From an optimization exercise on the open Yosys and OpenROAD flow, aimed at small area; shortcuts taken in it are not production practice. Function was checked by simulation only, so behaviour that the tests miss may differ from the original.

`flow/design.v`:
```
module physic (
    input wire clk,
    input wire rst_n,
    input wire en,  
    input wire p1_move_left, p1_move_right, p1_jump, p1_smash,
    input wire p2_move_left, p2_move_right, p2_jump, p2_smash,
    input wire p1_cover, 
    input wire p2_cover, 
    output wire [9:0] p1_pos_x, p1_pos_y,
    output wire [9:0] p2_pos_x, p2_pos_y,
    output wire [9:0] ball_pos_x, ball_pos_y,
    output wire p1_is_smash,   
    output wire p2_is_smash,   
    output wire ball_is_smash,    
    output reg game_over,
    output reg [1:0] winner,
    output reg valid
);
    localparam signed [15:0] SCALE = 16'd64; 
    localparam signed [15:0] GRAVITY      = 16'd25;    
    localparam signed [15:0] JUMP_FORCE   = 16'd650;   
    localparam signed [15:0] MOVE_SPEED   = 16'd200;   
    localparam signed [15:0] SMASH_X      = 16'd500;   
    localparam signed [15:0] SMASH_Y      = 16'd100;  
    localparam signed [15:0] SMASH_g      = 16'd333;
    localparam signed [15:0] BOUNCE_Y     = -16'd750;  
    localparam signed [15:0] FRICTION = 16'd3;
    localparam signed [19:0] FRICTION_SPEED = 20'd400;
    localparam signed [15:0] SPEED_THRESHOLD = 16'd600; 
    localparam signed [19:0] FLOOR_Y      = 20'd480 * SCALE;
    localparam signed [19:0] SCREEN_W     = 20'd640 * SCALE;
    localparam signed [19:0] BALL_SIZE    = 20'd80  * SCALE;
    localparam signed [19:0] P_H          = 20'd128 * SCALE;
    localparam signed [19:0] P_W          = 20'd128 * SCALE;
    localparam signed [19:0] P1_HIT_START = 20'd64  * SCALE; 
    localparam signed [19:0] P1_HIT_END   = 20'd124 * SCALE;
    localparam signed [19:0] P2_HIT_START = 20'd4   * SCALE; 
    localparam signed [19:0] P2_HIT_END   = 20'd64  * SCALE;
    localparam signed [19:0] HIT_HEAD_H   = 20'd40 * SCALE;
    localparam signed [19:0] NET_H        = 20'd180 * SCALE;
    localparam signed [19:0] NET_X        = 20'd320 * SCALE;
    localparam signed [19:0] BALL_START_L = 20'd120 * SCALE;
    localparam signed [19:0] BALL_START_R = 20'd440 * SCALE;
    reg signed [19:0] p1_x, p1_y, p1_vy;
    reg signed [19:0] p2_x, p2_y, p2_vy;
    reg signed [19:0] ball_x, ball_y, ball_vx, ball_vy;
    reg p1_air, p2_air;
    reg [9:0] cooldown;  
    assign p1_pos_x = p1_x >>> 6;
    assign p1_pos_y = p1_y >>> 6;
    assign p2_pos_x = p2_x >>> 6;
    assign p2_pos_y = p2_y >>> 6;
    assign ball_pos_x = ball_x >>> 6;
    assign ball_pos_y = ball_y >>> 6;
    wire signed [19:0] next_ball_x = ball_x + ball_vx;
    wire signed [19:0] next_ball_y = ball_y + ball_vy + GRAVITY;
    wire p1_hit = (ball_x + BALL_SIZE > p1_x + P1_HIT_START) && (ball_x < p1_x + P1_HIT_END) &&
                  (ball_y + BALL_SIZE > p1_y) && (ball_y < p1_y + P_H);
    wire p2_hit = (ball_x + BALL_SIZE > p2_x + P2_HIT_START) && (ball_x < p2_x + P2_HIT_END) &&
                  (ball_y + BALL_SIZE > p2_y) && (ball_y < p2_y + P_H);
    wire signed [15:0] abs_ball_vx = (ball_vx < 0) ? -ball_vx : ball_vx;
    wire signed [15:0] abs_ball_vy = (ball_vy < 0) ? -ball_vy : ball_vy;
    assign ball_is_smash = (abs_ball_vx > SPEED_THRESHOLD) || (abs_ball_vy > SPEED_THRESHOLD);
    assign p1_is_smash = p1_hit && p1_smash;
    assign p2_is_smash = p2_hit && p2_smash;
    always @(posedge clk or negedge rst_n) begin
        if (!rst_n) begin
            p1_x <= 100 * SCALE; p1_y <= (480 - 128) * SCALE; p1_vy <= 0; p1_air <= 0;
            p2_x <= 520 * SCALE; p2_y <= (480 - 128) * SCALE; p2_vy <= 0; p2_air <= 0;
            ball_x <= BALL_START_L; 
            ball_y <= 50  * SCALE;
            ball_vx <= 0; ball_vy <= 0;
            game_over <= 0; winner <= 0; valid <= 0; cooldown <= 0;
        end 
        else if (en) begin  
            valid <= 1;
            if (p1_move_left && p1_x > 0) p1_x <= p1_x - MOVE_SPEED;
            if (p1_move_right && p1_x < (NET_X - P_W)) p1_x <= p1_x + MOVE_SPEED;
            if (p1_jump && !p1_air) begin p1_vy <= -JUMP_FORCE; p1_air <= 1; end
            else if (p1_air) begin
                p1_vy <= p1_vy + GRAVITY;  
                p1_y <= p1_y + p1_vy;
                if (p1_y >= FLOOR_Y - P_H && p1_vy > 0) begin  
                    p1_y <= FLOOR_Y - P_H; p1_vy <= 0; p1_air <= 0;
                end
            end
            if (p2_move_left && p2_x > (NET_X)) p2_x <= p2_x - MOVE_SPEED;
            if (p2_move_right && p2_x < (SCREEN_W - P_W)) p2_x <= p2_x + MOVE_SPEED;
            if (p2_jump && !p2_air) begin p2_vy <= -JUMP_FORCE; p2_air <= 1; end
            else if (p2_air) begin
                p2_vy <= p2_vy + GRAVITY;
                p2_y <= p2_y + p2_vy;
                if (p2_y >= FLOOR_Y - P_H && p2_vy > 0) begin
                    p2_y <= FLOOR_Y - P_H; p2_vy <= 0; p2_air <= 0;
                end
            end
            if (ball_vx > FRICTION_SPEED) begin
                ball_vx <= ball_vx - FRICTION; 
            end
            else if (ball_vx < -FRICTION_SPEED) begin
                ball_vx <= ball_vx + FRICTION;
            end
            ball_vy <= ball_vy + GRAVITY;
            ball_x <= ball_x + ball_vx;
            ball_y <= ball_y + ball_vy;
            if (cooldown > 0) cooldown <= cooldown - 1;
            else if (p1_hit || p2_hit) begin
                cooldown <= 15;  
                if (p1_hit) begin
                    if ((ball_y + (BALL_SIZE >>> 1)) < (p1_y + HIT_HEAD_H)) begin
                        ball_y <= p1_y - BALL_SIZE;  
                        if (p1_smash) begin
                            if(p1_air) begin
                                ball_vx <= SMASH_X + SMASH_X * ((p1_move_right)?2:1);
                                ball_vy <= SMASH_Y; 
                            end
                            else begin
                                ball_vx <= SMASH_g + SMASH_g * ((p1_move_right)?2:1);
                                ball_vy <= (-SMASH_g) + (-SMASH_g) * ((p1_move_right)?2:1);                                
                            end
                        end
                        else begin
                            if ((ball_x + (BALL_SIZE >>> 1)) > (p1_x + (P_W >>> 1))) 
                                ball_vx <= ball_vx + 5 * SCALE; 
                            else 
                                ball_vx <= ball_vx - 5 * SCALE;
                            if (ball_vy > -8*SCALE) ball_vy <= BOUNCE_Y;
                            else ball_vy <= -ball_vy;
                        end
                    end 
                    else begin
                        if ((ball_x + (BALL_SIZE >>> 1)) > (p1_x + (P_W >>> 1))) begin
                            ball_x <= p1_x + P1_HIT_END + 1;
                            ball_vx <= 16'd400;  
                        end else begin
                            ball_x <= p1_x + P1_HIT_START - BALL_SIZE - 1;
                            ball_vx <= -16'd400;  
                        end
                        if (ball_vy < 0) ball_vy <= 0; 
                    end
                end 
                else if (p2_hit) begin
                    if ((ball_y + (BALL_SIZE >>> 1)) < (p2_y + HIT_HEAD_H)) begin
                        ball_y <= p2_y - BALL_SIZE;
                        if (p2_smash) begin
                            if(p2_air) begin
                                ball_vx <= (-SMASH_X) + (-SMASH_X) * ((p2_move_left)?2:1);
                                ball_vy <= SMASH_Y; 
                            end
                            else begin
                                ball_vx <= (-SMASH_g) + (-SMASH_g) * ((p2_move_left)?2:1);
                                ball_vy <= (-SMASH_g) + (-SMASH_g) * ((p2_move_left)?2:1);
                            end
                        end
                        else begin
                            if ((ball_x + (BALL_SIZE >>> 1)) > (p2_x + (P_W >>> 1))) 
                                ball_vx <= ball_vx + 5 * SCALE;
                            else 
                                ball_vx <= ball_vx - 5 * SCALE;
                            if (ball_vy > -8*SCALE) ball_vy <= BOUNCE_Y;
                            else ball_vy <= -ball_vy;
                        end
                    end
                    else begin
                        if ((ball_x + (BALL_SIZE >>> 1)) > (p2_x + (P_W >>> 1))) begin
                            ball_x <= p2_x + P2_HIT_END + 1;
                            ball_vx <= 16'd400;
                        end else begin
                            ball_x <= p2_x + P2_HIT_START - BALL_SIZE - 1;
                            ball_vx <= -16'd400;
                        end
                        if (ball_vy < 0) ball_vy <= 0;
                    end
                end
            end
            if (ball_x <= 1) begin 
                ball_x <= 2; 
                ball_vx <= -ball_vx; 
            end
            else if (ball_x >= SCREEN_W - BALL_SIZE - 1) begin
                ball_x <= SCREEN_W - BALL_SIZE - 2;
                ball_vx <= -ball_vx;
            end
            if (ball_y >= FLOOR_Y - BALL_SIZE) begin
                game_over <= 1;
                winner <= (ball_x < NET_X) ? 2 : 1;
                ball_y <= FLOOR_Y - BALL_SIZE; ball_vx <= 0; ball_vy <= 0;
            end
            if(ball_y <= 0) begin
                ball_y <= 1;
                ball_vy <= - ball_vy;
            end
            if (next_ball_y + BALL_SIZE > FLOOR_Y - NET_H && next_ball_x + BALL_SIZE > NET_X - 3*SCALE && next_ball_x < NET_X + 3*SCALE) begin
                if ((ball_y + (BALL_SIZE >>> 1) + ((BALL_SIZE >>> 2))) < (FLOOR_Y - NET_H)) begin 
                    if (ball_vy > 0) begin
                        ball_vy <= -ball_vy; 
                    end
                end
                else begin  
                    if ((ball_x + (BALL_SIZE >>> 1)) < NET_X) begin 
                        if (ball_vx > 0) begin
                            ball_vx <= -ball_vx;
                            ball_x <= NET_X - 3*SCALE - BALL_SIZE - 2;
                        end
                    end
                    else begin 
                        if (ball_vx < 0) begin
                            ball_vx <= -ball_vx;
                            ball_x <= NET_X + 3*SCALE + 2;
                        end
                    end
                end
            end
            if (game_over) begin
                p1_x <= 100 * SCALE; p1_y <= (480 - 128) * SCALE; p1_vy <= 0; p1_air <= 0;
                p2_x <= 520 * SCALE; p2_y <= (480 - 128) * SCALE; p2_vy <= 0; p2_air <= 0;
                ball_y <= 50 * SCALE; 
                ball_vx <= 0; 
                ball_vy <= 0;
                if (winner == 1) ball_x <= BALL_START_R;
                else ball_x <= BALL_START_L;
                game_over <= 0;
            end
        end 
        else begin
            valid <= 0;
        end
    end
endmodule
```
`flow/run.sh`:
```
#!/bin/bash
# synth_recipe.tcl (not shown) runs the flow's synth.tcl, then flattens the netlist and writes it again
# the make line also repeats each setting of config.mk as NAME=value (left out here)
make -C /OpenROAD-flow-scripts/flow DESIGN_CONFIG=/design/flow/config.mk WORK_HOME=/design/flow/orfs CLKGATE_MAP_FILE= SYNTH_SCRIPT=/design/flow/synth_recipe.tcl finish
```
`flow/config.mk`:
```
export PLATFORM = sky130hd
export DESIGN_NAME = physic
export DESIGN_NICKNAME = physic
export VERILOG_FILES = /design/flow/design.v
export SDC_FILE = /design/flow/constraint.sdc
export NUM_CORES = 4
export LEC_CHECK = 0
export CAP_MARGIN = 20
export CORE_MARGIN = 2
export CORE_UTILIZATION = 40
export PLACE_DENSITY = 0.6
export SLEW_MARGIN = 20
```
`flow/constraint.sdc`:
```
create_clock -name core_clock -period 10.0 [get_ports {clk}]
set_input_delay 2.0000 -clock core_clock [delete_from_list [all_inputs] [get_ports {clk}]]
set_output_delay 2.0000 -clock core_clock [all_outputs]
set_load 0.01 [all_outputs]
```
==> impl_metrics.json <==
{
  "status": "no timing/DRC/antenna violations",
  "clock_path_buffers": 3,
  "htree_num_levels": 1,
  "drc": 0,
  "drive_gt1_share_pct": 5.42,
  "synth_edf_count": 0,
  "cts_tree": "done",
  "drt_iter0_drc": 3123,
  "core_area_sq_um": 70300,
  "worstPathArrival_ns": 5.96,
  "yosys_warnings": 1,
  "die_y_microns": 271,
  "synthTopCellsByArea": "dfrtp_1 (17%), ha_1 (15%), xnor2_1 (6.2%), o21ai_0 (5.3%), a21oi_1 (4.7%)",
  "end_kind": "primary output",
  "cp_num_buf_inv": 3,
  "syn_area_per_cell_sq_um": 7.60,
  "cp_cell_sequence": "clkinv_1 -> nor3_1 -> nand3_1 -> xnor2_1 -> ha_1 -> inv_1 -> a2111oi_2 -> o22ai_1 -> a2111oi_0 -> o311ai_1 -> a2111o_1 -> nor3_1 -> clkdlybuf4s50_1",
  "hold_buffers": 0,
  "synth_common_cells": "nand2_1 (336), ha_1 (332), o21ai_0 (299)",
  "io_buffers": 77,
  "dpl.hpwl_microns": 79500,
  "fin_skew_ns": 0.0281,
  "initial_core_util_pct": 40.5,
  "period_share_pct": 79.6,
  "grt_overflow": 0,
  "detail-route-antenna-nets": 0,
  "rows": 97,
  "synth_nets": 4100,
  "synth_flop_cell": "dfrtp_1",
  "cp_max_fo": 8,
  "synth_top_cell_by_area": "dfrtp_1",
  "critical-path-max-stage-delay_ns": 0.82,
  "grt_pass1_wl_microns": 163000,
  "synth.most_common_cell": "nand2_1",
  "area_delta_synth_final_pct": 7.52,
  "critPathMostFrequentCell": "nor3_1",
  "syn_area_sq_um": 28500,
  "grt_usage_pct": 28.0,
  "grt_pass1_vias": 26660,
  "clock_latency_ns": 0.63,
  "vias": 28926,
  "placed_cell_area_sq_um": 29600,
  "grt_max_degree": 95,
  "max_slew_margin_pct": 22.9,
  "critPathSlowestCell": "a2111oi_2",
  "cts_root_buffer": "clkbuf_16",
  "clock-sinks": 210,
  "cap_violations": 0,
  "place_inst": 4557,
  "antenna_found_initial": 3,
  "yosysUniqueCellTypes": 101,
  "max_freq_ghz": 0.126,
  "drv_slew": 0,
  "critPathRequiredTime_ns": 8.00,
  "wl_microns": 107000,
  "min_period_ns": 7.96,
  "utilization_pct": 43.6,
  "dieArea_sq_um": 73400,
  "io_pins": 80,
  "final_nets": 4000,
  "gp_congestion": 0.974,
  "postLayoutCellArea_sq_um": 30600,
  "rsz0062_at_grt": "no",
  "hold_violations": 0,
  "clk_pin_slew_ns": 0.06,
  "yosysSeqAreaShare_pct": 18.5,
  "routedWlPerCell_microns": 23.2,
  "viasPerCell": 6.27,
  "setup_viol": 0,
  "hp-class": "reg -> reg",
  "critPathTopFamily": "compound AO/OA/AOI/OAI gates",
  "detail_route.first_pass.iterations": 8,
  "crit_type": "reg -> out",
  "synth_top_area_share_pct": 16.9,
  "cts_resized": 0,
  "fin_tns_setup_ns": 0,
  "syn_inst": 3749,
  "cts_buffers": 30,
  "synthArstFlopShare_pct": 100,
  "worst-slew-pin-transition_ns": 1.15,
  "stdcell_count": 4613,
  "ys_ff_latch": 210,
  "die_x_microns": 271,
  "postCtsSetupBuffers": 0,
  "start_kind": "register"
}
==> worst reg2reg max path, cell delays in order (launching register included) <==
cell and delay (ns):
dfrtp_1 0.52, clkinv_1 0.30, nor3_1 0.35, nand3_1 0.17, xnor2_1 0.18, ha_1 0.33, inv_1 0.06, a2111oi_2 0.82
o22ai_1 0.20, a2111oi_0 0.46, o311ai_1 0.22, a2111o_1 0.62, o21ai_2 0.32, nand2_1 0.73, a221oi_1 0.72, a21oi_1 0.08
nor3_1 0.24, a211o_1 0.14
==> cell type report <==
class                           instances  area [sq um]
Inverter                              204           766
Clock inverter                         13           141
Fill cell                            7137         39600
Antenna cell                            1          2.50
Clock buffer                           42           826
Timing Repair Buffer                  126          1140
Tap cell                              940          1180
Multi-Input combinational cell       3077         21300
Sequential cell                       210          5280
==> cell usage in the layout (no fill, tap or decap), types with 36 or more instances in the layout <==
master           instances
nand2_1                336
ha_1                   332
o21ai_0                295
a21oi_1                268
nor2_1                 252
xnor2_1                203
inv_1                  192
dfrtp_1                192
nand3_1                118
nor3_1                 112
xor2_1                  92
o22ai_1                 75
clkdlybuf4s50_1         75
and3_1                  57
a21o_1                  53
a31oi_1                 53
buf_4                   50
nor4_1                  45
mux2i_1                 43
o211ai_1                42
nand4_1                 38
a211oi_1                36
a22oi_1                 36
==> flip-flops by register name, summed over array words and instances, names as in the netlist, 20 cells and up <==
signal,cells
ball_vx,20
ball_vy,20
ball_x,20
ball_y,20
p1_vy,20
p1_y,20
p2_vy,20
p2_y,20
==> per-layer routing <==
layer | vias to the layer above | routed length, microns | track usage (%)
met5 | - | 0 | 0
met4 | 0 | 4730 | 10.5
met3 | 255 | 8640 | 4.22
met2 | 1206 | 48700 | 45.8
met1 | 13858 | 45000 | 37.1
li1 | 13607 | - | -
==> kinds of logic (layout without fill, tap and decap cells) <==
logic type	after synthesis	after routing	share of synthesized area, %
AND/OR/NAND/NOR	1185	1185	20.6
other	0	1	0
flip-flops	210	210	18.5
XOR/XNOR	297	297	9.18
AO/OA/AOI/OAI	1206	1206	27.9
adder cells (fa/ha/maj)	338	338	15.0
multiplexers	51	51	1.82
buffers and inverters	462	385	7.04
==> per-stage QoR <==
stage	hold WS [ns]	worst slack, ns
final	0.517	2.04
after global routing	0.568	1.75
after CTS	0.517	2.09
after detailed placement	0.505	2.75
after global placement	0.489	2.79
after floorplan	0.461	4.49
==> path summary, 6_finish.rpt <==
check | startpoint | endpoint | slack [ns] | cells past startpoint
setup / recovery | p2_y[16] | p2_is_smash | 2.04 | 13
hold / removal | cooldown[1] | cooldown[1] | 0.52 | 2
setup reg to reg | p2_y[16] | ball_vx[5] | 3.47 | 17
hold reg to reg | cooldown[1] | cooldown[1] | 0.52 | 2
max in group asynchronous | rst_n | ball_y[8] | 7.17 | 2
min in group asynchronous | rst_n | p2_x[14] | 1.43 | 1

-- re-timing with driven ports --
How much do the figures lean on ideal ports? The routed layout below was timed once more, with nothing changed but the port constraints. Step 1 (the two cells are an assumption about what drives the block):
set clk [get_ports {clk}]
set_driving_cell -lib_cell sky130_fd_sc_hd__clkbuf_16 $clk
set_driving_cell -lib_cell sky130_fd_sc_hd__buf_2 [delete_from_list [all_inputs] $clk]
Step 2 adds t to the input delays and takes it off the output delays; t is the mean of the earliest and latest rising clock arrival at the registers after step 1. Input paths then give back, and output paths get back, about the clock's delay inside the block. Three values: no drivers, after step 1, after step 2; two values: the first two.
shift t [ns]: 0.680
slack for setup (ns): 2.043 / 1.982 / 2.662
slew at the worst register clock pin (ns): 0.07 / 0.07
After both steps this run still meets setup and hold. The setup slack of this run moves by -0.061 ns with the drivers and by +0.619 ns with both steps.
